Background: an optimization exercise with open tools, aiming at small area, a short achievable clock period and few clock cycles. Do not read the settings as production practice.
Function was checked by simulation only, so behaviour that the tests miss may differ from the original.

--- flow/flow/run.sh ---
#!/bin/bash
# The standard layout (the standard.sh), with these changes:
# - synthesis maps Yosys's carry-lookahead cells ($lcu) to ripple carry
#   (flow/ripple_lcu.v) instead of ORFS's Kogge-Stone map, which makes the
#   many small adders of this design about a fifth smaller;
# - every port is still buffered, with the smallest buffer cell;
# - the clock tree uses small clock buffers and no dummy loads (there are only
#   a few dozen flip-flops).
set -euo pipefail
export SYNTH_OPERATIONS_ARGS="-extra-map $PWD/flow/ripple_lcu.v"
export BUFFER_PORTS_ARGS="-buffer_cell sky130_fd_sc_hd__buf_1"
export CTS_ARGS="-sink_clustering_enable -repair_clock_nets -dont_use_dummy_load -root_buf sky130_fd_sc_hd__clkbuf_4 -buf_list sky130_fd_sc_hd__clkbuf_4"
bash standard.sh finish > standard.log 2>&1
--- flow/flow/ripple_lcu.v ---
(* techmap_celltype = "$lcu" *)
module _80_lcu_ripple (P, G, CI, CO);
	parameter WIDTH = 2;

	(* force_downto *)
	input [WIDTH-1:0] P, G;
	input CI;

	(* force_downto *)
	output [WIDTH-1:0] CO;

	integer i;
	(* force_downto *)
	reg [WIDTH-1:0] c;

	wire [1023:0] _TECHMAP_DO_ = "proc; opt -fast";

	always @* begin
		c[0] = G[0] | (P[0] & CI);
		for (i = 1; i < WIDTH; i = i + 1)
			c[i] = G[i] | (P[i] & c[i - 1]);
	end

	assign CO = c;
endmodule
--- flow/standard.sh ---
#!/bin/bash
# synth_recipe.tcl (not shown) runs the flow's synth.tcl, then flattens the netlist and writes it again
# the make line also repeats each setting of config.mk as NAME=value (left out here)
make -C /OpenROAD-flow-scripts/flow DESIGN_CONFIG=/design/flow/config.mk WORK_HOME=/design/flow/orfs CLKGATE_MAP_FILE= SYNTH_SCRIPT=/design/flow/synth_recipe.tcl "${@:-finish}"
--- flow/config.mk ---
export PLATFORM = sky130hd
export DESIGN_NAME = EC_TOP
export DESIGN_NICKNAME = EC_TOP
export VERILOG_FILES = /design/flow/design.v
export SDC_FILE = /design/flow/constraint.sdc
export NUM_CORES = 4
export LEC_CHECK = 0
export ABC_AREA = 1
export CAP_MARGIN = 20
export CORE_MARGIN = 2
export CORE_UTILIZATION = 30
export PLACE_DENSITY = 0.5
export SLEW_MARGIN = 20
--- flow/constraint.sdc ---
create_clock -name core_clock -period 80.0 [get_ports {clk}]
set_input_delay 16.0000 -clock core_clock [delete_from_list [all_inputs] [get_ports {clk}]]
set_output_delay 16.0000 -clock core_clock [all_outputs]
set_load 0.01 [all_outputs]
--- flow/design.v ---
module INV_IP (
    input  [5:0] IN_P,
    input  [4:0] IN_X,
    output [5:0] OUT_INV
);
reg [5:0] lo, hi;
always @(*) begin
    case ({IN_P[4:1], IN_X[3:0]})
        {4'd1, 4'd1}: lo = 6'd1;
        {4'd2, 4'd1}: lo = 6'd4;
        {4'd2, 4'd2}: lo = 6'd2;
        {4'd3, 4'd1}: lo = 6'd1;
        {4'd3, 4'd2}: lo = 6'd4;
        {4'd3, 4'd3}: lo = 6'd5;
        {4'd5, 4'd1}: lo = 6'd9;
        {4'd5, 4'd2}: lo = 6'd10;
        {4'd5, 4'd3}: lo = 6'd3;
        {4'd5, 4'd4}: lo = 6'd5;
        {4'd5, 4'd5}: lo = 6'd4;
        {4'd6, 4'd1}: lo = 6'd12;
        {4'd6, 4'd2}: lo = 6'd6;
        {4'd6, 4'd3}: lo = 6'd4;
        {4'd6, 4'd4}: lo = 6'd3;
        {4'd6, 4'd5}: lo = 6'd5;
        {4'd6, 4'd6}: lo = 6'd2;
        {4'd8, 4'd1}: lo = 6'd13;
        {4'd8, 4'd2}: lo = 6'd15;
        {4'd8, 4'd3}: lo = 6'd10;
        {4'd8, 4'd4}: lo = 6'd16;
        {4'd8, 4'd5}: lo = 6'd6;
        {4'd8, 4'd6}: lo = 6'd5;
        {4'd8, 4'd7}: lo = 6'd14;
        {4'd8, 4'd8}: lo = 6'd8;
        {4'd9, 4'd1}: lo = 6'd7;
        {4'd9, 4'd2}: lo = 6'd13;
        {4'd9, 4'd3}: lo = 6'd15;
        {4'd9, 4'd4}: lo = 6'd16;
        {4'd9, 4'd5}: lo = 6'd9;
        {4'd9, 4'd6}: lo = 6'd17;
        {4'd9, 4'd7}: lo = 6'd1;
        {4'd9, 4'd8}: lo = 6'd8;
        {4'd9, 4'd9}: lo = 6'd5;
        {4'd11, 4'd1}: lo = 6'd18;
        {4'd11, 4'd2}: lo = 6'd9;
        {4'd11, 4'd3}: lo = 6'd6;
        {4'd11, 4'd4}: lo = 6'd16;
        {4'd11, 4'd5}: lo = 6'd22;
        {4'd11, 4'd6}: lo = 6'd3;
        {4'd11, 4'd7}: lo = 6'd19;
        {4'd11, 4'd8}: lo = 6'd8;
        {4'd11, 4'd9}: lo = 6'd2;
        {4'd11, 4'd10}: lo = 6'd11;
        {4'd11, 4'd11}: lo = 6'd10;
        {4'd14, 4'd1}: lo = 6'd6;
        {4'd14, 4'd2}: lo = 6'd3;
        {4'd14, 4'd3}: lo = 6'd2;
        {4'd14, 4'd4}: lo = 6'd16;
        {4'd14, 4'd5}: lo = 6'd7;
        {4'd14, 4'd6}: lo = 6'd1;
        {4'd14, 4'd7}: lo = 6'd5;
        {4'd14, 4'd8}: lo = 6'd8;
        {4'd14, 4'd9}: lo = 6'd20;
        {4'd14, 4'd10}: lo = 6'd18;
        {4'd14, 4'd11}: lo = 6'd19;
        {4'd14, 4'd12}: lo = 6'd15;
        {4'd14, 4'd13}: lo = 6'd25;
        {4'd14, 4'd14}: lo = 6'd17;
        {4'd15, 4'd1}: lo = 6'd2;
        {4'd15, 4'd2}: lo = 6'd1;
        {4'd15, 4'd3}: lo = 6'd11;
        {4'd15, 4'd4}: lo = 6'd16;
        {4'd15, 4'd5}: lo = 6'd19;
        {4'd15, 4'd6}: lo = 6'd21;
        {4'd15, 4'd7}: lo = 6'd18;
        {4'd15, 4'd8}: lo = 6'd8;
        {4'd15, 4'd9}: lo = 6'd14;
        {4'd15, 4'd10}: lo = 6'd25;
        {4'd15, 4'd11}: lo = 6'd3;
        {4'd15, 4'd12}: lo = 6'd26;
        {4'd15, 4'd13}: lo = 6'd24;
        {4'd15, 4'd14}: lo = 6'd9;
        {4'd15, 4'd15}: lo = 6'd27;
        default: lo = 6'd0;
    endcase
end
always @(*) begin
    case ({IN_P[4:1], IN_X})
        {4'd2, 5'd1}: hi = 6'd27;
        {4'd2, 5'd2}: hi = 6'd32;
        {4'd2, 5'd3}: hi = 6'd9;
        {4'd2, 5'd4}: hi = 6'd16;
        {4'd2, 5'd5}: hi = 6'd35;
        {4'd2, 5'd6}: hi = 6'd23;
        {4'd2, 5'd7}: hi = 6'd25;
        {4'd2, 5'd8}: hi = 6'd8;
        {4'd2, 5'd9}: hi = 6'd3;
        {4'd2, 5'd10}: hi = 6'd36;
        {4'd2, 5'd11}: hi = 6'd26;
        {4'd2, 5'd12}: hi = 6'd30;
        {4'd2, 5'd13}: hi = 6'd22;
        {4'd2, 5'd14}: hi = 6'd31;
        {4'd2, 5'd15}: hi = 6'd24;
        {4'd2, 5'd16}: hi = 6'd4;
        {4'd2, 5'd17}: hi = 6'd19;
        {4'd2, 5'd18}: hi = 6'd20;
        {4'd4, 5'd1}: hi = 6'd23;
        {4'd4, 5'd2}: hi = 6'd32;
        {4'd4, 5'd3}: hi = 6'd35;
        {4'd4, 5'd4}: hi = 6'd16;
        {4'd4, 5'd5}: hi = 6'd21;
        {4'd4, 5'd6}: hi = 6'd38;
        {4'd4, 5'd7}: hi = 6'd15;
        {4'd4, 5'd8}: hi = 6'd8;
        {4'd4, 5'd9}: hi = 6'd39;
        {4'd4, 5'd10}: hi = 6'd31;
        {4'd4, 5'd11}: hi = 6'd17;
        {4'd4, 5'd12}: hi = 6'd19;
        {4'd4, 5'd13}: hi = 6'd27;
        {4'd4, 5'd14}: hi = 6'd28;
        {4'd4, 5'd15}: hi = 6'd7;
        {4'd4, 5'd16}: hi = 6'd4;
        {4'd4, 5'd17}: hi = 6'd11;
        {4'd4, 5'd18}: hi = 6'd40;
        {4'd4, 5'd19}: hi = 6'd12;
        {4'd4, 5'd20}: hi = 6'd36;
        {4'd5, 5'd1}: hi = 6'd21;
        {4'd5, 5'd2}: hi = 6'd32;
        {4'd5, 5'd3}: hi = 6'd7;
        {4'd5, 5'd4}: hi = 6'd16;
        {4'd5, 5'd5}: hi = 6'd30;
        {4'd5, 5'd6}: hi = 6'd25;
        {4'd5, 5'd7}: hi = 6'd3;
        {4'd5, 5'd8}: hi = 6'd8;
        {4'd5, 5'd9}: hi = 6'd31;
        {4'd5, 5'd10}: hi = 6'd15;
        {4'd5, 5'd11}: hi = 6'd41;
        {4'd5, 5'd12}: hi = 6'd34;
        {4'd5, 5'd13}: hi = 6'd38;
        {4'd5, 5'd14}: hi = 6'd23;
        {4'd5, 5'd15}: hi = 6'd10;
        {4'd5, 5'd16}: hi = 6'd4;
        {4'd5, 5'd17}: hi = 6'd24;
        {4'd5, 5'd18}: hi = 6'd37;
        {4'd5, 5'd19}: hi = 6'd26;
        {4'd5, 5'd20}: hi = 6'd29;
        {4'd5, 5'd21}: hi = 6'd1;
        {4'd7, 5'd1}: hi = 6'd17;
        {4'd7, 5'd2}: hi = 6'd32;
        {4'd7, 5'd3}: hi = 6'd37;
        {4'd7, 5'd4}: hi = 6'd16;
        {4'd7, 5'd5}: hi = 6'd41;
        {4'd7, 5'd6}: hi = 6'd42;
        {4'd7, 5'd7}: hi = 6'd36;
        {4'd7, 5'd8}: hi = 6'd8;
        {4'd7, 5'd9}: hi = 6'd28;
        {4'd7, 5'd10}: hi = 6'd44;
        {4'd7, 5'd11}: hi = 6'd40;
        {4'd7, 5'd12}: hi = 6'd21;
        {4'd7, 5'd13}: hi = 6'd23;
        {4'd7, 5'd14}: hi = 6'd18;
        {4'd7, 5'd15}: hi = 6'd45;
        {4'd7, 5'd16}: hi = 6'd4;
        {4'd7, 5'd17}: hi = 6'd1;
        {4'd7, 5'd18}: hi = 6'd14;
        {4'd7, 5'd19}: hi = 6'd38;
        {4'd7, 5'd20}: hi = 6'd22;
        {4'd7, 5'd21}: hi = 6'd12;
        {4'd7, 5'd22}: hi = 6'd20;
        {4'd7, 5'd23}: hi = 6'd13;
        {4'd10, 5'd1}: hi = 6'd11;
        {4'd10, 5'd2}: hi = 6'd32;
        {4'd10, 5'd3}: hi = 6'd39;
        {4'd10, 5'd4}: hi = 6'd16;
        {4'd10, 5'd5}: hi = 6'd34;
        {4'd10, 5'd6}: hi = 6'd46;
        {4'd10, 5'd7}: hi = 6'd47;
        {4'd10, 5'd8}: hi = 6'd8;
        {4'd10, 5'd9}: hi = 6'd13;
        {4'd10, 5'd10}: hi = 6'd17;
        {4'd10, 5'd11}: hi = 6'd1;
        {4'd10, 5'd12}: hi = 6'd23;
        {4'd10, 5'd13}: hi = 6'd9;
        {4'd10, 5'd14}: hi = 6'd50;
        {4'd10, 5'd15}: hi = 6'd29;
        {4'd10, 5'd16}: hi = 6'd4;
        {4'd10, 5'd17}: hi = 6'd10;
        {4'd10, 5'd18}: hi = 6'd33;
        {4'd10, 5'd19}: hi = 6'd48;
        {4'd10, 5'd20}: hi = 6'd35;
        {4'd10, 5'd21}: hi = 6'd51;
        {4'd10, 5'd22}: hi = 6'd27;
        {4'd10, 5'd23}: hi = 6'd12;
        {4'd10, 5'd24}: hi = 6'd38;
        {4'd10, 5'd25}: hi = 6'd28;
        {4'd10, 5'd26}: hi = 6'd31;
        {4'd13, 5'd1}: hi = 6'd5;
        {4'd13, 5'd2}: hi = 6'd32;
        {4'd13, 5'd3}: hi = 6'd41;
        {4'd13, 5'd4}: hi = 6'd16;
        {4'd13, 5'd5}: hi = 6'd1;
        {4'd13, 5'd6}: hi = 6'd50;
        {4'd13, 5'd7}: hi = 6'd26;
        {4'd13, 5'd8}: hi = 6'd8;
        {4'd13, 5'd9}: hi = 6'd53;
        {4'd13, 5'd10}: hi = 6'd30;
        {4'd13, 5'd11}: hi = 6'd38;
        {4'd13, 5'd12}: hi = 6'd25;
        {4'd13, 5'd13}: hi = 6'd14;
        {4'd13, 5'd14}: hi = 6'd13;
        {4'd13, 5'd15}: hi = 6'd20;
        {4'd13, 5'd16}: hi = 6'd4;
        {4'd13, 5'd17}: hi = 6'd35;
        {4'd13, 5'd18}: hi = 6'd56;
        {4'd13, 5'd19}: hi = 6'd22;
        {4'd13, 5'd20}: hi = 6'd15;
        {4'd13, 5'd21}: hi = 6'd48;
        {4'd13, 5'd22}: hi = 6'd19;
        {4'd13, 5'd23}: hi = 6'd31;
        {4'd13, 5'd24}: hi = 6'd42;
        {4'd13, 5'd25}: hi = 6'd12;
        {4'd13, 5'd26}: hi = 6'd7;
        {4'd13, 5'd27}: hi = 6'd57;
        {4'd13, 5'd28}: hi = 6'd36;
        {4'd13, 5'd29}: hi = 6'd49;
        {4'd14, 5'd1}: hi = 6'd3;
        {4'd14, 5'd2}: hi = 6'd32;
        {4'd14, 5'd3}: hi = 6'd1;
        {4'd14, 5'd4}: hi = 6'd16;
        {4'd14, 5'd5}: hi = 6'd25;
        {4'd14, 5'd6}: hi = 6'd31;
        {4'd14, 5'd7}: hi = 6'd44;
        {4'd14, 5'd8}: hi = 6'd8;
        {4'd14, 5'd9}: hi = 6'd41;
        {4'd14, 5'd10}: hi = 6'd43;
        {4'd14, 5'd11}: hi = 6'd28;
        {4'd14, 5'd12}: hi = 6'd46;
        {4'd14, 5'd13}: hi = 6'd19;
        {4'd14, 5'd14}: hi = 6'd22;
        {4'd14, 5'd15}: hi = 6'd49;
        {4'd14, 5'd16}: hi = 6'd4;
        {4'd14, 5'd17}: hi = 6'd54;
        {4'd14, 5'd18}: hi = 6'd51;
        {4'd14, 5'd19}: hi = 6'd13;
        {4'd14, 5'd20}: hi = 6'd52;
        {4'd14, 5'd21}: hi = 6'd35;
        {4'd14, 5'd22}: hi = 6'd14;
        {4'd14, 5'd23}: hi = 6'd24;
        {4'd14, 5'd24}: hi = 6'd23;
        {4'd14, 5'd25}: hi = 6'd5;
        {4'd14, 5'd26}: hi = 6'd40;
        {4'd14, 5'd27}: hi = 6'd34;
        {4'd14, 5'd28}: hi = 6'd11;
        {4'd14, 5'd29}: hi = 6'd59;
        {4'd14, 5'd30}: hi = 6'd55;
        default: hi = 6'd0;
    endcase
end
assign OUT_INV = IN_P[5] ? hi : lo;
endmodule
module SQ_IP (
    input  [5:0] IN_P,
    input  [4:0] IN_F,
    output [5:0] OUT_SQ
);
reg [5:0] lo, hi;
always @(*) begin
    case ({IN_P[4:1], IN_F[3:0]})
        {4'd1, 4'd0}: lo = 6'd0;
        {4'd1, 4'd1}: lo = 6'd0;
        {4'd2, 4'd0}: lo = 6'd0;
        {4'd2, 4'd1}: lo = 6'd3;
        {4'd2, 4'd2}: lo = 6'd2;
        {4'd3, 4'd0}: lo = 6'd0;
        {4'd3, 4'd1}: lo = 6'd3;
        {4'd3, 4'd2}: lo = 6'd5;
        {4'd3, 4'd3}: lo = 6'd6;
        {4'd5, 4'd0}: lo = 6'd0;
        {4'd5, 4'd1}: lo = 6'd3;
        {4'd5, 4'd2}: lo = 6'd1;
        {4'd5, 4'd3}: lo = 6'd5;
        {4'd5, 4'd4}: lo = 6'd4;
        {4'd5, 4'd5}: lo = 6'd9;
        {4'd6, 4'd0}: lo = 6'd0;
        {4'd6, 4'd1}: lo = 6'd3;
        {4'd6, 4'd2}: lo = 6'd12;
        {4'd6, 4'd3}: lo = 6'd1;
        {4'd6, 4'd4}: lo = 6'd9;
        {4'd6, 4'd5}: lo = 6'd10;
        {4'd6, 4'd6}: lo = 6'd4;
        {4'd8, 4'd0}: lo = 6'd0;
        {4'd8, 4'd1}: lo = 6'd3;
        {4'd8, 4'd2}: lo = 6'd12;
        {4'd8, 4'd3}: lo = 6'd10;
        {4'd8, 4'd4}: lo = 6'd14;
        {4'd8, 4'd5}: lo = 6'd7;
        {4'd8, 4'd6}: lo = 6'd6;
        {4'd8, 4'd7}: lo = 6'd11;
        {4'd8, 4'd8}: lo = 6'd5;
        {4'd9, 4'd0}: lo = 6'd0;
        {4'd9, 4'd1}: lo = 6'd3;
        {4'd9, 4'd2}: lo = 6'd12;
        {4'd9, 4'd3}: lo = 6'd8;
        {4'd9, 4'd4}: lo = 6'd10;
        {4'd9, 4'd5}: lo = 6'd18;
        {4'd9, 4'd6}: lo = 6'd13;
        {4'd9, 4'd7}: lo = 6'd14;
        {4'd9, 4'd8}: lo = 6'd2;
        {4'd9, 4'd9}: lo = 6'd15;
        {4'd11, 4'd0}: lo = 6'd0;
        {4'd11, 4'd1}: lo = 6'd3;
        {4'd11, 4'd2}: lo = 6'd12;
        {4'd11, 4'd3}: lo = 6'd4;
        {4'd11, 4'd4}: lo = 6'd2;
        {4'd11, 4'd5}: lo = 6'd6;
        {4'd11, 4'd6}: lo = 6'd16;
        {4'd11, 4'd7}: lo = 6'd9;
        {4'd11, 4'd8}: lo = 6'd8;
        {4'd11, 4'd9}: lo = 6'd13;
        {4'd11, 4'd10}: lo = 6'd1;
        {4'd11, 4'd11}: lo = 6'd18;
        {4'd14, 4'd0}: lo = 6'd0;
        {4'd14, 4'd1}: lo = 6'd3;
        {4'd14, 4'd2}: lo = 6'd12;
        {4'd14, 4'd3}: lo = 6'd27;
        {4'd14, 4'd4}: lo = 6'd19;
        {4'd14, 4'd5}: lo = 6'd17;
        {4'd14, 4'd6}: lo = 6'd21;
        {4'd14, 4'd7}: lo = 6'd2;
        {4'd14, 4'd8}: lo = 6'd18;
        {4'd14, 4'd9}: lo = 6'd11;
        {4'd14, 4'd10}: lo = 6'd10;
        {4'd14, 4'd11}: lo = 6'd15;
        {4'd14, 4'd12}: lo = 6'd26;
        {4'd14, 4'd13}: lo = 6'd14;
        {4'd14, 4'd14}: lo = 6'd8;
        {4'd15, 4'd0}: lo = 6'd0;
        {4'd15, 4'd1}: lo = 6'd3;
        {4'd15, 4'd2}: lo = 6'd12;
        {4'd15, 4'd3}: lo = 6'd27;
        {4'd15, 4'd4}: lo = 6'd17;
        {4'd15, 4'd5}: lo = 6'd13;
        {4'd15, 4'd6}: lo = 6'd15;
        {4'd15, 4'd7}: lo = 6'd23;
        {4'd15, 4'd8}: lo = 6'd6;
        {4'd15, 4'd9}: lo = 6'd26;
        {4'd15, 4'd10}: lo = 6'd21;
        {4'd15, 4'd11}: lo = 6'd22;
        {4'd15, 4'd12}: lo = 6'd29;
        {4'd15, 4'd13}: lo = 6'd11;
        {4'd15, 4'd14}: lo = 6'd30;
        {4'd15, 4'd15}: lo = 6'd24;
        default: lo = 6'd0;
    endcase
end
always @(*) begin
    case ({IN_P[4:1], IN_F})
        {4'd2, 5'd0}: hi = 6'd0;
        {4'd2, 5'd1}: hi = 6'd3;
        {4'd2, 5'd2}: hi = 6'd12;
        {4'd2, 5'd3}: hi = 6'd27;
        {4'd2, 5'd4}: hi = 6'd11;
        {4'd2, 5'd5}: hi = 6'd1;
        {4'd2, 5'd6}: hi = 6'd34;
        {4'd2, 5'd7}: hi = 6'd36;
        {4'd2, 5'd8}: hi = 6'd7;
        {4'd2, 5'd9}: hi = 6'd21;
        {4'd2, 5'd10}: hi = 6'd4;
        {4'd2, 5'd11}: hi = 6'd30;
        {4'd2, 5'd12}: hi = 6'd25;
        {4'd2, 5'd13}: hi = 6'd26;
        {4'd2, 5'd14}: hi = 6'd33;
        {4'd2, 5'd15}: hi = 6'd9;
        {4'd2, 5'd16}: hi = 6'd28;
        {4'd2, 5'd17}: hi = 6'd16;
        {4'd2, 5'd18}: hi = 6'd10;
        {4'd4, 5'd0}: hi = 6'd0;
        {4'd4, 5'd1}: hi = 6'd3;
        {4'd4, 5'd2}: hi = 6'd12;
        {4'd4, 5'd3}: hi = 6'd27;
        {4'd4, 5'd4}: hi = 6'd7;
        {4'd4, 5'd5}: hi = 6'd34;
        {4'd4, 5'd6}: hi = 6'd26;
        {4'd4, 5'd7}: hi = 6'd24;
        {4'd4, 5'd8}: hi = 6'd28;
        {4'd4, 5'd9}: hi = 6'd38;
        {4'd4, 5'd10}: hi = 6'd13;
        {4'd4, 5'd11}: hi = 6'd35;
        {4'd4, 5'd12}: hi = 6'd22;
        {4'd4, 5'd13}: hi = 6'd15;
        {4'd4, 5'd14}: hi = 6'd14;
        {4'd4, 5'd15}: hi = 6'd19;
        {4'd4, 5'd16}: hi = 6'd30;
        {4'd4, 5'd17}: hi = 6'd6;
        {4'd4, 5'd18}: hi = 6'd29;
        {4'd4, 5'd19}: hi = 6'd17;
        {4'd4, 5'd20}: hi = 6'd11;
        {4'd5, 5'd0}: hi = 6'd0;
        {4'd5, 5'd1}: hi = 6'd3;
        {4'd5, 5'd2}: hi = 6'd12;
        {4'd5, 5'd3}: hi = 6'd27;
        {4'd5, 5'd4}: hi = 6'd5;
        {4'd5, 5'd5}: hi = 6'd32;
        {4'd5, 5'd6}: hi = 6'd22;
        {4'd5, 5'd7}: hi = 6'd18;
        {4'd5, 5'd8}: hi = 6'd20;
        {4'd5, 5'd9}: hi = 6'd28;
        {4'd5, 5'd10}: hi = 6'd42;
        {4'd5, 5'd11}: hi = 6'd19;
        {4'd5, 5'd12}: hi = 6'd2;
        {4'd5, 5'd13}: hi = 6'd34;
        {4'd5, 5'd14}: hi = 6'd29;
        {4'd5, 5'd15}: hi = 6'd30;
        {4'd5, 5'd16}: hi = 6'd37;
        {4'd5, 5'd17}: hi = 6'd7;
        {4'd5, 5'd18}: hi = 6'd26;
        {4'd5, 5'd19}: hi = 6'd8;
        {4'd5, 5'd20}: hi = 6'd39;
        {4'd5, 5'd21}: hi = 6'd33;
        {4'd7, 5'd0}: hi = 6'd0;
        {4'd7, 5'd1}: hi = 6'd3;
        {4'd7, 5'd2}: hi = 6'd12;
        {4'd7, 5'd3}: hi = 6'd27;
        {4'd7, 5'd4}: hi = 6'd1;
        {4'd7, 5'd5}: hi = 6'd28;
        {4'd7, 5'd6}: hi = 6'd14;
        {4'd7, 5'd7}: hi = 6'd6;
        {4'd7, 5'd8}: hi = 6'd4;
        {4'd7, 5'd9}: hi = 6'd8;
        {4'd7, 5'd10}: hi = 6'd18;
        {4'd7, 5'd11}: hi = 6'd34;
        {4'd7, 5'd12}: hi = 6'd9;
        {4'd7, 5'd13}: hi = 6'd37;
        {4'd7, 5'd14}: hi = 6'd24;
        {4'd7, 5'd15}: hi = 6'd17;
        {4'd7, 5'd16}: hi = 6'd16;
        {4'd7, 5'd17}: hi = 6'd21;
        {4'd7, 5'd18}: hi = 6'd32;
        {4'd7, 5'd19}: hi = 6'd2;
        {4'd7, 5'd20}: hi = 6'd25;
        {4'd7, 5'd21}: hi = 6'd7;
        {4'd7, 5'd22}: hi = 6'd42;
        {4'd7, 5'd23}: hi = 6'd36;
        {4'd10, 5'd0}: hi = 6'd0;
        {4'd10, 5'd1}: hi = 6'd3;
        {4'd10, 5'd2}: hi = 6'd12;
        {4'd10, 5'd3}: hi = 6'd27;
        {4'd10, 5'd4}: hi = 6'd48;
        {4'd10, 5'd5}: hi = 6'd22;
        {4'd10, 5'd6}: hi = 6'd2;
        {4'd10, 5'd7}: hi = 6'd41;
        {4'd10, 5'd8}: hi = 6'd33;
        {4'd10, 5'd9}: hi = 6'd31;
        {4'd10, 5'd10}: hi = 6'd35;
        {4'd10, 5'd11}: hi = 6'd45;
        {4'd10, 5'd12}: hi = 6'd8;
        {4'd10, 5'd13}: hi = 6'd30;
        {4'd10, 5'd14}: hi = 6'd5;
        {4'd10, 5'd15}: hi = 6'd39;
        {4'd10, 5'd16}: hi = 6'd26;
        {4'd10, 5'd17}: hi = 6'd19;
        {4'd10, 5'd18}: hi = 6'd18;
        {4'd10, 5'd19}: hi = 6'd23;
        {4'd10, 5'd20}: hi = 6'd34;
        {4'd10, 5'd21}: hi = 6'd51;
        {4'd10, 5'd22}: hi = 6'd21;
        {4'd10, 5'd23}: hi = 6'd50;
        {4'd10, 5'd24}: hi = 6'd32;
        {4'd10, 5'd25}: hi = 6'd20;
        {4'd10, 5'd26}: hi = 6'd14;
        {4'd13, 5'd0}: hi = 6'd0;
        {4'd13, 5'd1}: hi = 6'd3;
        {4'd13, 5'd2}: hi = 6'd12;
        {4'd13, 5'd3}: hi = 6'd27;
        {4'd13, 5'd4}: hi = 6'd48;
        {4'd13, 5'd5}: hi = 6'd16;
        {4'd13, 5'd6}: hi = 6'd49;
        {4'd13, 5'd7}: hi = 6'd29;
        {4'd13, 5'd8}: hi = 6'd15;
        {4'd13, 5'd9}: hi = 6'd7;
        {4'd13, 5'd10}: hi = 6'd5;
        {4'd13, 5'd11}: hi = 6'd9;
        {4'd13, 5'd12}: hi = 6'd19;
        {4'd13, 5'd13}: hi = 6'd35;
        {4'd13, 5'd14}: hi = 6'd57;
        {4'd13, 5'd15}: hi = 6'd26;
        {4'd13, 5'd16}: hi = 6'd1;
        {4'd13, 5'd17}: hi = 6'd41;
        {4'd13, 5'd18}: hi = 6'd28;
        {4'd13, 5'd19}: hi = 6'd21;
        {4'd13, 5'd20}: hi = 6'd20;
        {4'd13, 5'd21}: hi = 6'd25;
        {4'd13, 5'd22}: hi = 6'd36;
        {4'd13, 5'd23}: hi = 6'd53;
        {4'd13, 5'd24}: hi = 6'd17;
        {4'd13, 5'd25}: hi = 6'd46;
        {4'd13, 5'd26}: hi = 6'd22;
        {4'd13, 5'd27}: hi = 6'd4;
        {4'd13, 5'd28}: hi = 6'd51;
        {4'd13, 5'd29}: hi = 6'd45;
        {4'd14, 5'd0}: hi = 6'd0;
        {4'd14, 5'd1}: hi = 6'd3;
        {4'd14, 5'd2}: hi = 6'd12;
        {4'd14, 5'd3}: hi = 6'd27;
        {4'd14, 5'd4}: hi = 6'd48;
        {4'd14, 5'd5}: hi = 6'd14;
        {4'd14, 5'd6}: hi = 6'd47;
        {4'd14, 5'd7}: hi = 6'd25;
        {4'd14, 5'd8}: hi = 6'd9;
        {4'd14, 5'd9}: hi = 6'd60;
        {4'd14, 5'd10}: hi = 6'd56;
        {4'd14, 5'd11}: hi = 6'd58;
        {4'd14, 5'd12}: hi = 6'd5;
        {4'd14, 5'd13}: hi = 6'd19;
        {4'd14, 5'd14}: hi = 6'd39;
        {4'd14, 5'd15}: hi = 6'd4;
        {4'd14, 5'd16}: hi = 6'd36;
        {4'd14, 5'd17}: hi = 6'd13;
        {4'd14, 5'd18}: hi = 6'd57;
        {4'd14, 5'd19}: hi = 6'd46;
        {4'd14, 5'd20}: hi = 6'd41;
        {4'd14, 5'd21}: hi = 6'd42;
        {4'd14, 5'd22}: hi = 6'd49;
        {4'd14, 5'd23}: hi = 6'd1;
        {4'd14, 5'd24}: hi = 6'd20;
        {4'd14, 5'd25}: hi = 6'd45;
        {4'd14, 5'd26}: hi = 6'd15;
        {4'd14, 5'd27}: hi = 6'd52;
        {4'd14, 5'd28}: hi = 6'd34;
        {4'd14, 5'd29}: hi = 6'd22;
        {4'd14, 5'd30}: hi = 6'd16;
        default: hi = 6'd0;
    endcase
end
assign OUT_SQ = IN_P[5] ? hi : lo;
endmodule
module EC_TOP(
    clk, rst_n, in_valid,
    in_Px, in_Py, in_Qx, in_Qy, in_prime, in_a,
    out_valid, out_Rx, out_Ry
);
input clk, rst_n, in_valid;
input [5:0] in_Px, in_Py, in_Qx, in_Qy, in_prime, in_a;
output reg out_valid;
output [5:0] out_Rx, out_Ry;
wire [5:0] p = in_prime;
wire dbl = (in_Px == in_Qx) && (in_Py == in_Qy);
wire [6:0] fc, fp;
wire       fge;
ec_sub7 u_fc(.a({2'b0, p[5:1]}), .b(in_Px), .ge(fge), .d(fc));
ec_sub7 u_fp(.a({1'b0, p}), .b(in_Px), .ge(), .d(fp));
wire [4:0] pf = fge ? in_Px[4:0] : fp[4:0];         
wire [5:0] sq3;
SQ_IP u_sqt(.IN_P(p), .IN_F(pf), .OUT_SQ(sq3));
wire [6:0] n3 = sq3 + in_a;                          
wire [5:0] numD, numA, num;
wire [6:0] n3d;
wire       n3ge;
ec_sub7 u_r1(.a(n3), .b(p), .ge(n3ge), .d(n3d));
assign numD = n3ge ? n3d[5:0] : n3[5:0];
ec_subm u_na(.a(in_Qy), .b(in_Py), .p(p), .r(numA));
assign num = dbl ? numD : numA;
wire [6:0] py2;
wire       py2ge;
wire [5:0] denD, denA, den;
ec_sub7 u_py2(.a({in_Py, 1'b0}), .b(p), .ge(py2ge), .d(py2));
assign denD = py2ge ? py2[5:0] : {in_Py[4:0], 1'b0};
ec_subm u_da(.a(in_Qx), .b(in_Px), .p(p), .r(denA));
assign den = dbl ? denD : denA;
wire [6:0] hc, pd;
wire       hge;
ec_sub7 u_hc(.a({2'b0, p[5:1]}), .b(den), .ge(hge), .d(hc));
wire       neg = ~hge;                       
ec_sub7 u_pd(.a({1'b0, p}), .b(den), .ge(), .d(pd));
wire [4:0] dh = neg ? pd[4:0] : den[4:0];    
wire [5:0] im;
INV_IP u_inv(.IN_P(p), .IN_X(dh), .OUT_INV(im));
wire [12:0] prod;
wire [5:0]  s;
ec_muladd u_mu(.a(num), .b(im), .c(13'd0), .y(prod));
ec_mred   u_r2(.n(prod), .p(p), .r(s));
wire [6:0] pq, c2;
wire [6:0] pmy;
ec_add #(7) u_pq(.a({1'b0, in_Px}), .b({1'b0, in_Qx}), .cin(1'b0), .s(pq), .co());
ec_add #(7) u_c2(.a({p, 1'b0}), .b(~pq), .cin(1'b1), .s(c2), .co());     
ec_sub7     u_pm(.a({1'b0, p}), .b(in_Py), .ge(), .d(pmy));              
wire [12:0] xs;
wire [10:0] xs5;
wire [9:0]  xs4;
wire [8:0]  xs3;
ec_sqadd  u_xs(.a(s), .c({6'd0, c2}), .y(xs));               
ec_rstep #(5) u_x5(.n(xs), .p(p), .r(xs5));                  
ec_rstep #(4) u_x4(.n({1'b0, xs5}), .p(p), .r(xs4));
ec_rstep #(3) u_x3(.n({1'b0, xs4}), .p(p), .r(xs3));
reg [5:0]  s_r, px_r, d_r, p_r;
reg [8:0]  x_r;
reg       n_r;
always @(posedge clk) begin
    n_r  <= neg;
    s_r  <= s;
    px_r <= in_Px;
    x_r  <= xs3;
    d_r  <= pmy[5:0];
    p_r  <= in_prime;
end
always @(posedge clk or negedge rst_n)
    if (!rst_n) out_valid <= 1'b0;
    else        out_valid <= in_valid;
wire [12:0] ys;
wire [5:0]  t;
ec_redk #(3) u_rx(.n(x_r), .p(p_r), .r(out_Rx));
ec_subn   u_t (.a(px_r), .b(out_Rx), .p(p_r), .neg(n_r), .r(t));  
ec_muladd u_ys(.a(s_r), .b(t), .c({7'd0, d_r}), .y(ys));     
ec_red6   u_ry(.n(ys), .p(p_r), .r(out_Ry));
endmodule
module ec_add #(parameter W = 8) (
    input  [W-1:0] a, b,
    input          cin,
    output [W-1:0] s,
    output         co
);
assign {co, s} = a + b + cin;
endmodule
module ec_sub7 (
    input  [6:0] a,
    input  [5:0] b,
    output       ge,
    output [6:0] d
);
ec_add #(7) u(.a(a), .b({1'b1, ~b}), .cin(1'b1), .s(d), .co(ge));
endmodule
module ec_red6 (
    input  [12:0] n,
    input  [5:0]  p,
    output [5:0]  r
);
wire [12:0] v [0:6];
assign v[6] = n;
genvar k;
generate
    for (k = 5; k >= 0; k = k - 1) begin : g_st
        wire [6:0] d;
        wire       ge;
        ec_sub7 u(.a(v[k+1][k +: 7]), .b(p), .ge(ge), .d(d));     
        if (k > 0) begin : g_lo
            assign v[k] = {v[k+1][12:k+7] & {(6-k){1'b0}}, ge ? d : v[k+1][k +: 7], v[k+1][k-1:0]};
        end else begin : g_lo0
            assign v[k] = {6'd0, ge ? d : v[k+1][6:0]};
        end
    end
endgenerate
assign r = v[0][5:0];
endmodule
module ec_redk #(parameter K = 4) (
    input  [K+5:0] n,
    input  [5:0]   p,
    output [5:0]   r
);
wire [K+5:0] v [0:K];
assign v[K] = n;
genvar k;
generate
    for (k = K - 1; k >= 0; k = k - 1) begin : g_st
        wire [6:0] d;
        wire       ge;
        ec_sub7 u(.a(v[k+1][k +: 7]), .b(p), .ge(ge), .d(d));     
        if (k == K - 1 && k > 0) begin : g_top
            assign v[k] = {ge ? d : v[k+1][K+5:k], v[k+1][k-1:0]};
        end else if (k == K - 1) begin : g_top0
            assign v[k] = ge ? d : v[k+1][6:0];
        end else if (k > 0) begin : g_lo
            assign v[k] = {{(K-1-k){1'b0}}, ge ? d : v[k+1][k +: 7], v[k+1][k-1:0]};
        end else begin : g_lo0
            assign v[k] = {{(K-1){1'b0}}, ge ? d : v[k+1][6:0]};
        end
    end
endgenerate
assign r = v[0][5:0];
endmodule
module ec_rstep #(parameter K = 5) (
    input  [K+7:0] n,
    input  [5:0]   p,
    output [K+5:0] r
);
wire [6:0] d;
wire       ge;
ec_sub7 u(.a(n[K +: 7]), .b(p), .ge(ge), .d(d));
assign r = {ge ? d[5:0] : n[K +: 6], n[K-1:0]};
endmodule
module ec_mred (
    input  [12:0] n,
    input  [5:0]  p,
    output [5:0]  r
);
wire [12:0] v [0:6];              
assign v[0] = n;
genvar i;
generate
    for (i = 0; i < 6; i = i + 1) begin : g_st
        assign v[i+1] = v[i] + ({13{v[i][i]}} & ({7'd0, p} << i));
    end
endgenerate
wire [6:0] u = v[6][12:6];       
wire [6:0] d;
wire       ge;
ec_sub7 uc(.a(u), .b(p), .ge(ge), .d(d));
assign r = ge ? d[5:0] : u[5:0];
endmodule
module ec_subm (
    input  [5:0] a, b, p,
    output [5:0] r
);
wire [6:0] d;
wire       ge;
wire [5:0] dp;
ec_sub7 u0(.a({1'b0, a}), .b(b), .ge(ge), .d(d));
ec_add #(6) u1(.a(d[5:0]), .b(p), .cin(1'b0), .s(dp), .co());
assign r = ge ? d[5:0] : dp;
endmodule
module ec_subn (
    input  [5:0] a, b, p,
    input        neg,
    output [5:0] r
);
wire [6:0] d;
wire [5:0] dp;
ec_add #(7) u0(.a({1'b0, a} ^ {7{neg}}), .b(~{1'b0, b} ^ {7{neg}}), .cin(1'b1), .s(d), .co());
ec_add #(6) u1(.a(d[5:0]), .b(p), .cin(1'b0), .s(dp), .co());
assign r = d[6] ? dp : d[5:0];
endmodule
module ec_muladd (
    input  [5:0]  a, b,
    input  [12:0] c,
    output [12:0] y
);
wire [11:0] acc [0:6];            
assign acc[0] = c[11:0];
genvar i;
generate
    for (i = 0; i < 6; i = i + 1) begin : g_row
        wire [11:0] pp = {6'd0, a & {6{b[i]}}} << i;
        ec_add #(12) u(.a(acc[i]), .b(pp), .cin(1'b0), .s(acc[i+1]), .co());
    end
endgenerate
assign y = {1'b0, acc[6]};
endmodule
module ec_sqadd (
    input  [5:0]  a,
    input  [12:0] c,
    output [12:0] y
);
wire [11:0] acc [0:5];            
ec_add #(12) u0(.a(c[11:0]), .b({1'b0, a[5], 1'b0, a[4], 1'b0, a[3], 1'b0, a[2], 1'b0, a[1], 1'b0, a[0]}),
                .cin(1'b0), .s(acc[0]), .co());
genvar i;
generate
    for (i = 0; i < 5; i = i + 1) begin : g_row
        wire [11:0] pp = {6'd0, (a >> (i + 1)) & {6{a[i]}}} << (2 * i + 2);
        ec_add #(12) u(.a(acc[i]), .b(pp), .cin(1'b0), .s(acc[i+1]), .co());
    end
endgenerate
assign y = {1'b0, acc[5]};
endmodule
==> results.toml, run 1 <==
[logic_synthesis]
ys_types = 54
synth_nets = 2505
synthFlopType = "dfxtp_1"
synth.area.top_cells = "fa_1 30%, nand2_1 14%, ha_1 11%"
synthArstFlopShare = 0.0286
synthCells = 2111
synth_area_leader_cell = "fa_1"
yosys_warnings = 8
ys_ff_latch = 35
yosys.area.top_type_share = 0.305
syn-cell-area_um2 = 14700
avgSynthCellArea_um2 = 6.94
synth_edf_count = 0
synth_seq_area_share = 0.0481

[layout]
final_cell_mix = "542 x nand2_1, 358 x inv_1, 223 x fa_1, 172 x nand3_1, 159 x nor2_1"
drive_gt1_frac = 0.0434
ff_latch_area_um2 = 706
fin_area_um2 = 15500
multi_input_area_um2 = 12200
n_fill_cell = 5277
fin_nets = 2514
area_growth_pct = 5.83
mostFrequentLayoutCell = "nand2_1"

[placed_design]
dp_slack_ps = 34330
port_buffers = 51
placed_area_um2 = 15500
dpl.hpwl_um = 43600
place_congestion = 0.966

[global_route]
gr-usage-met1 = 0.286
grt_use_total = 0.219
antenna_found_initial = 3
grt_max_degree = 50
grt_pass1_vias = 14600
grt_util_met2 = 0.376
met3_usage = 0.0243
grt_pass1_wl_um = 85100
busiest_layer = "met2"
gr-total-overflow = 0

[route]
wire_per_inst_um = 20.2
drc = 0
drt_iter0_drc = 1647
vias = 14500
antenna_left = 0
vias_per_cell = 5.31
firstDrtPassIters = 6
routed_wirelength_um = 55300

[timing]
finalSetupViolCount = 0
fmax_ghz = 0.0218
hold_viol_final = 0
period_share = 0.574
tns_ps = 0
slew_headroom = 0.358
tightest_slew_ps = 955
drv_slew = 0
setup_ws_ps = 34110
min_period_ps = 45890
rsz0062_at_grt = "no"

[cts]
postCtsHoldBufs = 0
cts_tree = "yes"
clk_pin_slew_worst_paths_ps = 90
cts_buffer_depth = 2
post-cts-setup-buffers = 0
cts-htree-levels = 2
cts_num_sinks = 35
cts_resized = 0
clock-root-buffer = "clkbuf_4"
cts_buffers = 5

[outcome]
status = "timing/DRC/antenna clean"

[critical_path]
cp_max_fo = 11
cp-end-kind = "primary output"
cp_common_cell = "fa_1"
cp-start-kind = "flip-flop"
crit_buf_inv = 27
critical_path_class = "flip-flop to primary output"
required_ps = 64000
crit_family = "adder cells"
worst_path_largest_cell_delay_ps = 760
arrival_ps = 29890
cpMaxStageDelayCell = "dfxtp_1"

[die]
die_y_um = 225
start_util = 0.306
dieArea_um2 = 50600
core.rowCount = 80
die_w_um = 225
coreArea_um2 = 47900
ios = 52

[run]
cap_violations = 0

[worst_hold_path]
hp-class = "input pin to async pin"
## final timing paths
kind	endpoint	cells after the start	start
setup / recovery	out_Ry[0]	113	p_r[1]$_DFF_P_
hold / removal	out_valid$_DFF_PN0_	1	rst_n
max in group asynchronous	out_valid$_DFF_PN0_	1	rst_n
min in group core_clock	out_valid$_DFF_PN0_	1	in_valid
## cell families (layout without fill, tap and decap cells)
group / count (synthesis) / in the layout / synth area share
buf+inv: 444 / 451 / 0.118
flops: 35 / 35 / 0.0481
fa+ha+maj: 355 / 355 / 0.417
other cells: 0 / 1 / 0
simple gates: 937 / 937 / 0.266
xor+xnor: 28 / 28 / 0.0167
mux: 23 / 23 / 0.0161
compound gates: 289 / 289 / 0.118
## state kept, by name, indices dropped and copies added, names as in the netlist
| signal | cells |
|---|---|
| d_r | 6 |
| n_r | 1 |
| out_valid | 1 |
| p_r | 6 |
| px_r | 6 |
| s_r | 6 |
| x_r | 9 |
## Yosys cell counts, drive strengths merged (16+ instances only)
library cell / n
o211ai: 25
a21oi: 71
o21ai: 136
xnor2: 16
inv: 373
clkbuf: 30
nand2: 559
fa: 223
nand3: 173
buf: 39
dfxtp: 34
nor2: 161
ha: 132
mux2i: 18
## routing by layer
layer	share of wire	vias up
li1	-	6664
met1	0.42	7026
met2	0.47	688
met3	0.072	147
met4	0.037	4
met5	0.00049	-
## layout make-up
| type | instances | share of cell area |
|---|---|---|
| diodes | 1 | 0.000161 |
| well taps | 615 | 0.0496 |
| multi-input cells | 1632 | 0.789 |
| flip-flops and latches | 35 | 0.0455 |
| repair buffers | 71 | 0.0224 |
| clock buffers | 5 | 0.00242 |
| inverters | 375 | 0.0907 |
## metrics by stage
stage               hold slack, ps  std cells   util
floorplan                    15700       2111      -
global placement             15760       2728  0.323
detailed placement           15770       2728  0.323
CTS                          15370       2733  0.323
global route                 15380       2734  0.324
finish                       15410       2734  0.324
Testbench counts, summed over its fixed seeds: cycles 1,600.
==> run 2: changes to the inputs <==
--- a/flow/flow/run.sh
+++ b/flow/flow/run.sh
@@ -6,3 +6,3 @@
 # - every port is still buffered, with the smallest buffer cell;
-# - the clock tree uses small clock buffers and no dummy loads (there are only
+# - the clock tree uses mid-sized clock buffers and no dummy loads (there are only
 #   a few dozen flip-flops).
@@ -11,3 +11,3 @@
 export BUFFER_PORTS_ARGS="-buffer_cell sky130_fd_sc_hd__buf_1"
-export CTS_ARGS="-sink_clustering_enable -repair_clock_nets -dont_use_dummy_load -root_buf sky130_fd_sc_hd__clkbuf_4 -buf_list sky130_fd_sc_hd__clkbuf_4"
+export CTS_ARGS="-sink_clustering_enable -repair_clock_nets -dont_use_dummy_load -root_buf sky130_fd_sc_hd__clkbuf_8 -buf_list sky130_fd_sc_hd__clkbuf_8"
 bash standard.sh finish > standard.log 2>&1
==> results.toml, run 2 <==
[outcome]
status = "timing/DRC/antenna clean"

[die]
dieArea_um2 = 50600
start_util = 0.306
core.rowCount = 80
ios = 52
die_y_um = 225
coreArea_um2 = 47900
die_w_um = 225

[layout]
multi_input_area_um2 = 12200
largest_reg_flops = 9
drive_gt1_frac = 0.0434
regMostFlops = "x_r"
area_growth_pct = 6.03
final_cell_mix = "542 x nand2_1, 358 x inv_1, 223 x fa_1, 172 x nand3_1, 159 x nor2_1"
mostFrequentLayoutCell = "nand2_1"
fin_util = 0.324
n_fill_cell = 5274
fin_nets = 2514
diodes = 0
final_cells = 2733
ff_latch_area_um2 = 706

[timing]
fmax_ghz = 0.0218
tightest_slew_ps = 995
slew_headroom = 0.336
period_share = 0.573
tns_ps = 0
min_period_ps = 45840
hold_viol_final = 0
rsz0062_at_grt = "no"
finalSetupViolCount = 0
setup_ws_ps = 34160
drv_slew = 0

[placed_design]
dp_slack_ps = 34330
dp.cells = 2728
dpl.hpwl_um = 43600
port_buffers = 51
place_congestion = 0.966

[critical_path]
cp_common_cell = "fa_1"
cp-end-kind = "primary output"
crit_family = "adder cells"
cp-start-kind = "flip-flop"
cp_max_fo = 11
arrival_ps = 29840
crit_buf_inv = 27
critical_path_class = "flip-flop to primary output"
worst_path_largest_cell_delay_ps = 750
required_ps = 64000
cpMaxStageDelayCell = "dfxtp_1"

[logic_synthesis]
yosysMostFrequentCell = "nand2_1"
synthArstFlopShare = 0.0286
synth_area_leader_cell = "fa_1"
ys_ff_latch = 35
syn-cell-area_um2 = 14700
yosys_warnings = 8
synthCells = 2111
synth_nets = 2505
yosys.area.top_type_share = 0.305
synth_edf_count = 0
ys_types = 54
synth_common_cells = "542 x nand2_1, 358 x inv_1, 223 x fa_1"
synth_seq_area_share = 0.0481
avgSynthCellArea_um2 = 6.94
synthFlopType = "dfxtp_1"
synth.area.top_cells = "fa_1 30%, nand2_1 14%, ha_1 11%"

[cts]
clock-root-buffer = "clkbuf_8"
cts-htree-levels = 2
postCtsHoldBufs = 0
clk_pin_slew_worst_paths_ps = 70
post-cts-setup-buffers = 0
cts_num_sinks = 35
cts_buffer_depth = 2
cts_buffers = 5
cts_tree = "yes"
cts_resized = 0

[run]
cap_violations = 0

[global_route]
grt_use_total = 0.219
grt_max_degree = 50
antenna_found_initial = 2
grt_pass1_vias = 14600
grt_pass1_wl_um = 85100
gr-total-overflow = 0

[route]
drc = 0
drt_iter0_drc = 1702
vias = 14500
firstDrtPassIters = 6
vias_per_cell = 5.30
wire_per_inst_um = 20.2
antenna_left = 0
routed_wirelength_um = 55200

[worst_hold_path]
hp-class = "input pin to async pin"
==> run 2: cell types whose count changed in the layout (fill, tap and decap cells not counted) <==
| cell | delta |
|---|---|
| clkbuf_4 | -5 |
| clkbuf_8 | +5 |
| diode_2 | -1 |
==> run 2: stage by stage <==
stage	hold slack, ps	cell area, um2
after CTS	15450	15500
after detailed placement	15770	15500
final	15460	15500
after floorplan	15700	14700
after global placement	15760	15500
after global routing	15450	15500
==> run 2: layout make-up <==
| class | count | area share |
|---|---|---|
| tap | 615 | 0.0495 |
| timing repair buffer | 71 | 0.0224 |
| clock buffer | 5 | 0.00443 |
| inverter | 375 | 0.0906 |
| sequential | 35 | 0.0454 |
| multi-input combinational | 1632 | 0.788 |
==> run 2: worst paths after layout <==
| kind | depth (start not counted) | endpoint | startpoint |
|---|---|---|---|
| hold / removal | 1 | out_valid$_DFF_PN0_ | rst_n |
| max in group asynchronous | 1 | out_valid$_DFF_PN0_ | rst_n |
| min in group core_clock | 1 | out_valid$_DFF_PN0_ | in_valid |
| setup / recovery | 113 | out_Ry[0] | p_r[1]$_DFF_P_ |
==> run 2: kinds of logic (layout without fill, tap and decap cells) <==
| logic type | count (synthesis) | in the layout | share of synthesized area |
|---|---|---|---|
| adder cells (fa/ha/maj) | 355 | 355 | 0.417 |
| multiplexers | 23 | 23 | 0.0161 |
| buffers and inverters | 444 | 451 | 0.118 |
| AND/OR/NAND/NOR | 937 | 937 | 0.266 |
| AO/OA/AOI/OAI | 289 | 289 | 0.118 |
| flip-flops | 35 | 35 | 0.0481 |
| XOR/XNOR | 28 | 28 | 0.0167 |
==> run 2: layer usage <==
metal  share of wire  wire, um  GRT usage
met2            0.48     26400      0.376
met4           0.036      1990     0.0699
met1            0.41     22500      0.286
met3           0.078      4310     0.0243
met5         0.00049        27          0
==> run 3: changes to the inputs <==
--- a/flow/design.v
+++ b/flow/design.v
@@ -586,11 +586,8 @@
 wire [12:0] xs;
-wire [10:0] xs5;
 wire [9:0]  xs4;
-wire [8:0]  xs3;
+wire [7:0]  p3 = {p, 1'b0} + p;                              
 ec_sqadd  u_xs(.a(s), .c({6'd0, c2}), .y(xs));               
-ec_rstep #(5) u_x5(.n(xs), .p(p), .r(xs5));                  
-ec_rstep #(4) u_x4(.n({1'b0, xs5}), .p(p), .r(xs4));
-ec_rstep #(3) u_x3(.n({1'b0, xs4}), .p(p), .r(xs3));
+ec_qstep #(4) u_x4(.n(xs), .p(p), .p3(p3), .r(xs4));         
 reg [5:0]  s_r, px_r, d_r, p_r;
-reg [8:0]  x_r;
+reg [9:0]  x_r;
 reg       n_r;
@@ -600,3 +597,3 @@
     px_r <= in_Px;
-    x_r  <= xs3;
+    x_r  <= xs4;
     d_r  <= pmy[5:0];
@@ -609,6 +606,9 @@
 wire [5:0]  t;
-ec_redk #(3) u_rx(.n(x_r), .p(p_r), .r(out_Rx));
+wire [7:0] p3_r = {p_r, 1'b0} + p_r;                         
+wire [7:0] x2;
+ec_qstep #(2) u_x2(.n({1'b0, x_r}), .p(p_r), .p3(p3_r), .r(x2));
+ec_qstep #(0) u_x0(.n({1'b0, x2}), .p(p_r), .p3(p3_r), .r(out_Rx));
 ec_subn   u_t (.a(px_r), .b(out_Rx), .p(p_r), .neg(n_r), .r(t));  
 ec_muladd u_ys(.a(s_r), .b(t), .c({7'd0, d_r}), .y(ys));     
-ec_red6   u_ry(.n(ys), .p(p_r), .r(out_Ry));
+ec_red6q  u_ry(.n(ys), .p(p_r), .p3(p3_r), .r(out_Ry));
 endmodule
@@ -648,2 +648,46 @@
         end
+    end
+endgenerate
+assign r = v[0][5:0];
+endmodule
+module ec_qstep #(parameter K = 4) (
+    input  [K+8:0] n,
+    input  [5:0]   p,
+    input  [7:0]   p3,
+    output [K+5:0] r
+);
+wire [7:0] w = n[K +: 8];
+wire [8:0] d1 = {1'b0, w} - {3'b0, p};
+wire [8:0] d2 = {1'b0, w} - {2'b0, p, 1'b0};
+wire [8:0] d3 = {1'b0, w} - {1'b0, p3};
+wire [5:0] q  = !d3[8] ? d3[5:0] : !d2[8] ? d2[5:0] : !d1[8] ? d1[5:0] : w[5:0];
+generate
+    if (K > 0) begin : g_lo
+        assign r = {q, n[K-1:0]};
+    end else begin : g_lo0
+        assign r = q;
+    end
+endgenerate
+endmodule
+module ec_red6q (
+    input  [12:0] n,
+    input  [5:0]  p,
+    input  [7:0]  p3,
+    output [5:0]  r
+);
+wire [12:0] v [0:3];
+assign v[3] = n;
+genvar j;
+generate
+    for (j = 2; j >= 0; j = j - 1) begin : g_st
+        wire [7:0] w = v[j+1][2*j +: 8];
+        wire [8:0] d1 = {1'b0, w} - {3'b0, p};
+        wire [8:0] d2 = {1'b0, w} - {2'b0, p, 1'b0};
+        wire [8:0] d3 = {1'b0, w} - {1'b0, p3};
+        wire [5:0] q  = !d3[8] ? d3[5:0] : !d2[8] ? d2[5:0] : !d1[8] ? d1[5:0] : w[5:0];
+        if (j > 0) begin : g_lo
+            assign v[j] = {{(7-2*j){1'b0}}, q, v[j+1][2*j-1:0]};
+        end else begin : g_lo0
+            assign v[j] = {7'd0, q};
+        end
     end
==> results.toml, run 3 <==
[outcome]
status = "timing/DRC/antenna clean"

[die]
coreArea_um2 = 52700
ios = 52
die_w_um = 235
start_util = 0.304
dieArea_um2 = 55200
core.rowCount = 84
die_y_um = 235

[cts]
clk_pin_slew_worst_paths_ps = 80
cts_num_sinks = 36
post-cts-setup-buffers = 0
cts_tree = "yes"
cts-htree-levels = 2
cts_buffer_depth = 2
cts_resized = 0
postCtsHoldBufs = 0
clock-root-buffer = "clkbuf_8"
cts_buffers = 5

[logic_synthesis]
synthFlopType = "dfxtp_1"
synthCells = 2238
avgSynthCellArea_um2 = 7.15
synth_area_leader_cell = "fa_1"
syn-cell-area_um2 = 16000
synth_edf_count = 0
synthArstFlopShare = 0.0278
ys_ff_latch = 36
synth_seq_area_share = 0.0454
yosys_warnings = 7
ys_types = 59
synth.area.top_cells = "fa_1 31%, ha_1 12%, nand2_1 11%"
synth_nets = 2681
yosys.area.top_type_share = 0.310
yosysMostFrequentCell = "nand2_1"
synth_common_cells = "467 x nand2_1, 395 x inv_1, 248 x fa_1"

[timing]
finalSetupViolCount = 0
hold_viol_final = 0
timing.hold.ws_ps = 15430
min_period_ps = 40280
tns_ps = 0
fmax_ghz = 0.0248
period_share = 0.503
rsz0062_at_grt = "no"
tightest_slew_ps = 1020
slew_headroom = 0.315
drv_slew = 0

[global_route]
gr-total-overflow = 0
grt_pass1_wl_um = 96500
antenna_found_initial = 2
grt_max_degree = 46
grt_use_total = 0.227
grt_pass1_vias = 15900

[layout]
largest_reg_flops = 10
n_fill_cell = 5780
final_cells = 2931
area_growth_pct = 5.77
drive_gt1_frac = 0.0393
fin_nets = 2686
regMostFlops = "x_r"
mostFrequentLayoutCell = "nand2_1"
final_cell_mix = "467 x nand2_1, 395 x inv_1, 248 x fa_1, 175 x nor2_1, 156 x ha_1"

[critical_path]
arrival_ps = 40440
worstSetupStartpoint = "in_prime[1]"
cp_max_fo = 34
cp_common_cell = "fa_1"
worst_path_largest_cell_delay_ps = 570
cpMaxStageDelayCell = "o21ai_0"
critical_path_class = "input pin to flip-flop"
required_ps = 80160
cp-end-kind = "flip-flop"
cp-start-kind = "input pin"

[route]
vias_per_cell = 5.34
drc = 0
wire_per_inst_um = 21.8
routed_wirelength_um = 64000
vias = 15700
antenna_left = 0
drt_iter0_drc = 1345
firstDrtPassIters = 6

[placed_design]
port_buffers = 51
dpl.hpwl_um = 51000
place_congestion = 0.995
dp.cells = 2924

[run]
cap_violations = 0

[worst_hold_path]
hp-class = "input pin to async pin"
==> run 3: cell type report <==
cell class,instances,area (um2),share of cell area
diodes,2,5.00,0.000296
clock buffers,5,68.8,0.00407
multi-input cells,1716,13400,0.790
inverters,413,1550,0.0917
repair buffers,71,347,0.0205
well taps,688,861,0.0509
flip-flops and latches,36,726,0.0429
==> run 3: kinds of logic after synthesis <==
family          Yosys count  share of synthesized area
simple gates            858                      0.228
buf+inv                 486                      0.120
compound gates          409                      0.149
fa+ha+maj               404                      0.433
xor+xnor                 36                     0.0197
flops                    36                     0.0454
mux                       9                    0.00563
==> run 3: per-layer routing <==
metal	track usage	share of wire	wire, um
met5	0	0	0
met4	0.108	0.051	3300
met3	0.0264	0.058	3740
met2	0.388	0.48	30600
met1	0.285	0.41	26400
==> run 3: per-stage QoR <==
step	util	instance area [um2]	setup slack (ps)
after CTS	0.321	16900	39830
after detailed placement	0.320	16800	39570
after global routing	0.321	16900	38420
final	0.321	16900	39720
after floorplan	-	16000	42060
after global placement	0.320	16800	39750
==> run 3: critical path: cells and delay by family <==
family,cells,cell delay (ps)
and+or+nand+nor,17,2520
buffers and inverters,24,2800
AOI/OAI and AO/OA,12,2600
adders and majority gates,39,16490
==> run 3: worst max path at each step <==
stage | to | slack, ps
global placement | x_r[6]$_DFF_P_ | 39750
global route | x_r[9]$_DFF_P_ | 38420
detailed placement | x_r[6]$_DFF_P_ | 39570
CTS | x_r[8]$_DFF_P_ | 39830
floorplan | x_r[6]$_DFF_P_ | 42060
finish | x_r[8]$_DFF_P_ | 39720
Testbench counts of run 3, summed over its fixed seeds: cycles 1,600.

[what the ideal ports hide]
The results above use ideal ports. As a check the final layouts listed here were re-extracted and re-timed, cells and wires unchanged.
Step 1 assumes that a clkbuf_16 drives the clock port and a buf_2 every other input.
Step 2 adds t to the input delays and takes it off the output delays; t is the mean of the earliest and latest rising clock arrival at the registers after step 1. Input paths then give back, and output paths get back, about the clock's delay inside the block.
Three values: ideal, step 1, step 2; two values: the first two.
| run | shift t [ns] | setup slack, ns | slew at the worst register clock pin (ns) | worst slew at a driven data input, ns |
|---|---|---|---|---|
| run 1 | 0.372 | 34.110 / 34.079 / 34.452 | 0.12 / 0.12 | 0.11 |
| run 2 | 0.320 | 34.158 / 34.126 / 34.446 | 0.08 / 0.08 | 0.11 |
| run 3 | 0.346 | 39.722 / 39.745 / 39.399 | 0.08 / 0.08 | 0.10 |
After both steps every run listed still meets setup and hold. The setup slack of run 3, which loses most, moves by +0.023 ns with the drivers and by -0.323 ns with both steps.
